Source: an optimization exercise on an open RTL-to-GDS flow (aim: small area). Production flows keep margins and buffers that such runs may drop.
In this exercise RTL edits were held to simulation tests only and were not proved equivalent to the original.
Power figures rest on the tool's default switching activity, not on a simulated workload.

== the reference run ==
// fm_rx
module fm_rx (
	input clk,
	input rst,
	input [9:0] adc_data,
	output [11:0] audio,
	output reg audio_valid
);
reg [6:0] cnt;        
reg [1:0] pc;         
wire started = (pc != 2'd0);    
wire first = ~started;
wire c99 = (cnt == 7'd99);
always @(posedge clk) begin
	if (rst) begin
		cnt <= 7'd0;
		pc <= 2'd0;
	end else begin
		cnt <= c99 ? 7'd0 : cnt + 7'd1;
		if (c99 && !pc[1]) pc <= pc + 2'd1;
	end
end
wire clr = rst | (first && cnt < 7'd2);    
reg [9:0] a1, a2, a3;
wire g1 = first && (cnt == 7'd4);
wire g2 = first && (cnt == 7'd5);
wire g3 = first && (cnt == 7'd6);
wire g4 = first && (cnt == 7'd7);
wire g5 = first && (cnt == 7'd8);
always @(posedge clk) begin
	a1 <= (rst || (first && cnt[6:1] == 6'd0)) ? 10'd0 : adc_data;
	a2 <= a1;
	a3 <= a2;
end
wire [1:0] p1 = cnt[1:0];
wire [1:0] p2 = cnt[1:0] - 2'd1;
wire [1:0] p3 = cnt[1:0] - 2'd2;
wire m1 = first && (cnt == 7'd3);    
wire m2 = g1;                        
wire        neg1 = p1[1] & ~m1;
wire [11:0] op1  = m1 ? 12'd0 : ({2'b0, a1} ^ {12{neg1}});
wire        f2   = ~p2[0];                        
wire [12:0] v2   = f2 ? {2'b0, a2, 1'b0} : {3'b0, a2};
wire        neg2 = ~p2[1] & ~m2;
wire [13:0] op2  = m2 ? 14'd0 : ({1'b0, v2} ^ {14{neg2}});
wire        isl3 = ~p3[0];
wire        neg3 = p3[1] & isl3;
wire [11:0] op3  = isl3 ? ({2'b0, a3} ^ {12{neg3}}) : 12'd0;
reg [32:0] X1, Y1;
reg [33:0] X2, Y2;
reg [35:0] X3, Y3, X4, Y4;
reg [2:0] c1r, c4r;               
  ...
Size in the first run: roughly 2100 cells after synthesis, about 0.027 sq mm of cells after synthesis.
export LEC_CHECK = 0
export CAP_MARGIN = 20
export CORE_MARGIN = 2
export CORE_UTILIZATION = 40
export CTS_BUF_LIST = sky130_fd_sc_hd__clkbuf_16
export CTS_CLUSTER_DIAMETER = 130
export CTS_CLUSTER_SIZE = 30
export SLEW_MARGIN = 20
export SYNTH_MEMORY_MAX_BITS = 16384
create_clock -name core_clock -period 7.0 [get_ports {clk}]
run.sh (not shown) runs the stock make flow with config.mk's settings and CLKGATE_MAP_FILE= SYNTH_SCRIPT=/design/flow/synth_recipe.tcl, a recipe that flattens the netlist after the stock synthesis.
### the reference run -> the trial run
Settings: a change of CTS_CLUSTER_SIZE from 30 to 28.
Findings:
- From the reference run to the trial run the numbers moved as follows: worst hold slack dropped 0.0080 ns; summed area of non-filler cells in the final layout barely changed.
- Diff the reference run -> the trial run: final standard cell utilization of the core was more or less identical, clock-buffer cell count went up by about 7%.


fm_rx, a different RTL version from the one above (not shown whole).
Size: ~2200 cells after synthesis, ~25 I/O pins, ~27000 µm² of cells after synthesis.
Design fm_rx, start of the top module:
module fm_rx (
	input clk,
	input rst,
	input [9:0] adc_data,
	output [11:0] audio,
	output reg audio_valid
);
Settings: LEC_CHECK=0, CAP_MARGIN=20, CORE_MARGIN=2, CORE_UTILIZATION=40, CTS_BUF_LIST=sky130_fd_sc_hd__clkbuf_16, CTS_CLUSTER_DIAMETER=200, CTS_CLUSTER_SIZE=26, SLEW_MARGIN=20, SYNTH_MEMORY_MAX_BITS=16384; clock period 7.0 ns.
==> next run, changes <==
CTS_CLUSTER_DIAMETER = 130   (was 200)
CTS_CLUSTER_SIZE = 28   (was 26)
=> Total power falls slightly. Final area decreases slightly. Global-route usage is about the same. Count of clock-buffer cells in the layout falls by 4. Cell count hardly moves.
==> next run, changes <==
CTS_CLUSTER_DIAMETER = 110   (was 130)
CTS_CLUSTER_SIZE = 32   (was 28)
Effect: The new run passed the timing, DRC and antenna checks. Synthesized cell count stays the same. Setup slack loses 0.012 ns. Sequential power hardly moves. Power stays flat. Count of clock-buffer cells in the layout decreases by 2. Core utilization hardly moves. Global-route usage barely changes. Via count stays flat. Sequential share of layout area stays flat. Clock skew hardly moves.


## before
fm_rx, a different RTL version from the one above (not shown whole).
Size: ~2,300 cells after synthesis, ~770 flip-flops, roughly 25 I/O pins, roughly 0.028 mm^2 of cells after synthesis.
clock: 7.0 ns
lec_check: 0
cap_margin: 20
core_margin: 2
core_utilization: 40
cts_buf_list: sky130_fd_sc_hd__clkbuf_16
cts_cluster_diameter: 130
cts_cluster_size: 28
slew_margin: 20
synth_memory_max_bits: 16384
The inputs of after differ from those of before as listed below.
- CTS_CLUSTER_SIZE changed from 28 to 22
- CTS_CLUSTER_DIAMETER changed from 130 to 100
[summary]
- When the final numbers for after and before were put side by side, the final period demand of the worst path turned out to be smaller in after.
- Delta(clock network power consumption, after - before) > 0
- In the final reports, the cell area of after is larger than that of before.

static timing again, ports no longer ideal:
No port has a modelled driver above. Below, the same layouts with a new extraction and two added sets of constraints.
Step 1 sets driving cells, clkbuf_16 on the clock port and buf_2 on the other inputs (assumed; they add their load-dependent delay and slew).
Step 2 adds t to the input delays and takes it off the output delays; t is the mean of the earliest and latest rising clock arrival at the registers after step 1. Input paths then give back, and output paths get back, about the clock's delay inside the block.
Slacks: ideal / step 1 / step 2; pairs: ideal / step 1.
| run | shift t [ns] | slack for setup (ns) | worst setup path after step 2 | latest minus earliest clock arrival (ns) |
|---|---|---|---|---|
| the reference run | 0.670 | 0.371 / 0.371 / 0.371 | register to register | 0.021 / 0.022 |
| the trial run | 0.673 | 0.374 / 0.374 / 0.374 | register to register | 0.024 / 0.024 |
| the first run of note 2 | 0.629 | 0.463 / 0.463 / 0.431 | input to register | 0.029 / 0.029 |
| the second run of note 2 | 0.690 | 0.462 / 0.462 / 0.418 | input to register | 0.025 / 0.025 |
| the third run of note 2 | 0.676 | 0.450 / 0.450 / 0.442 | input to register | 0.031 / 0.031 |
| before | 0.669 | 0.718 / 0.718 / 0.540 | input to register | 0.045 / 0.045 |
| after | 0.637 | 0.736 / 0.736 / 0.520 | input to register | 0.016 / 0.016 |
After both steps setup and hold are still met in every run listed. The setup slack of after, which loses most, moves by 0.000 ns with the drivers and by -0.216 ns with both steps.
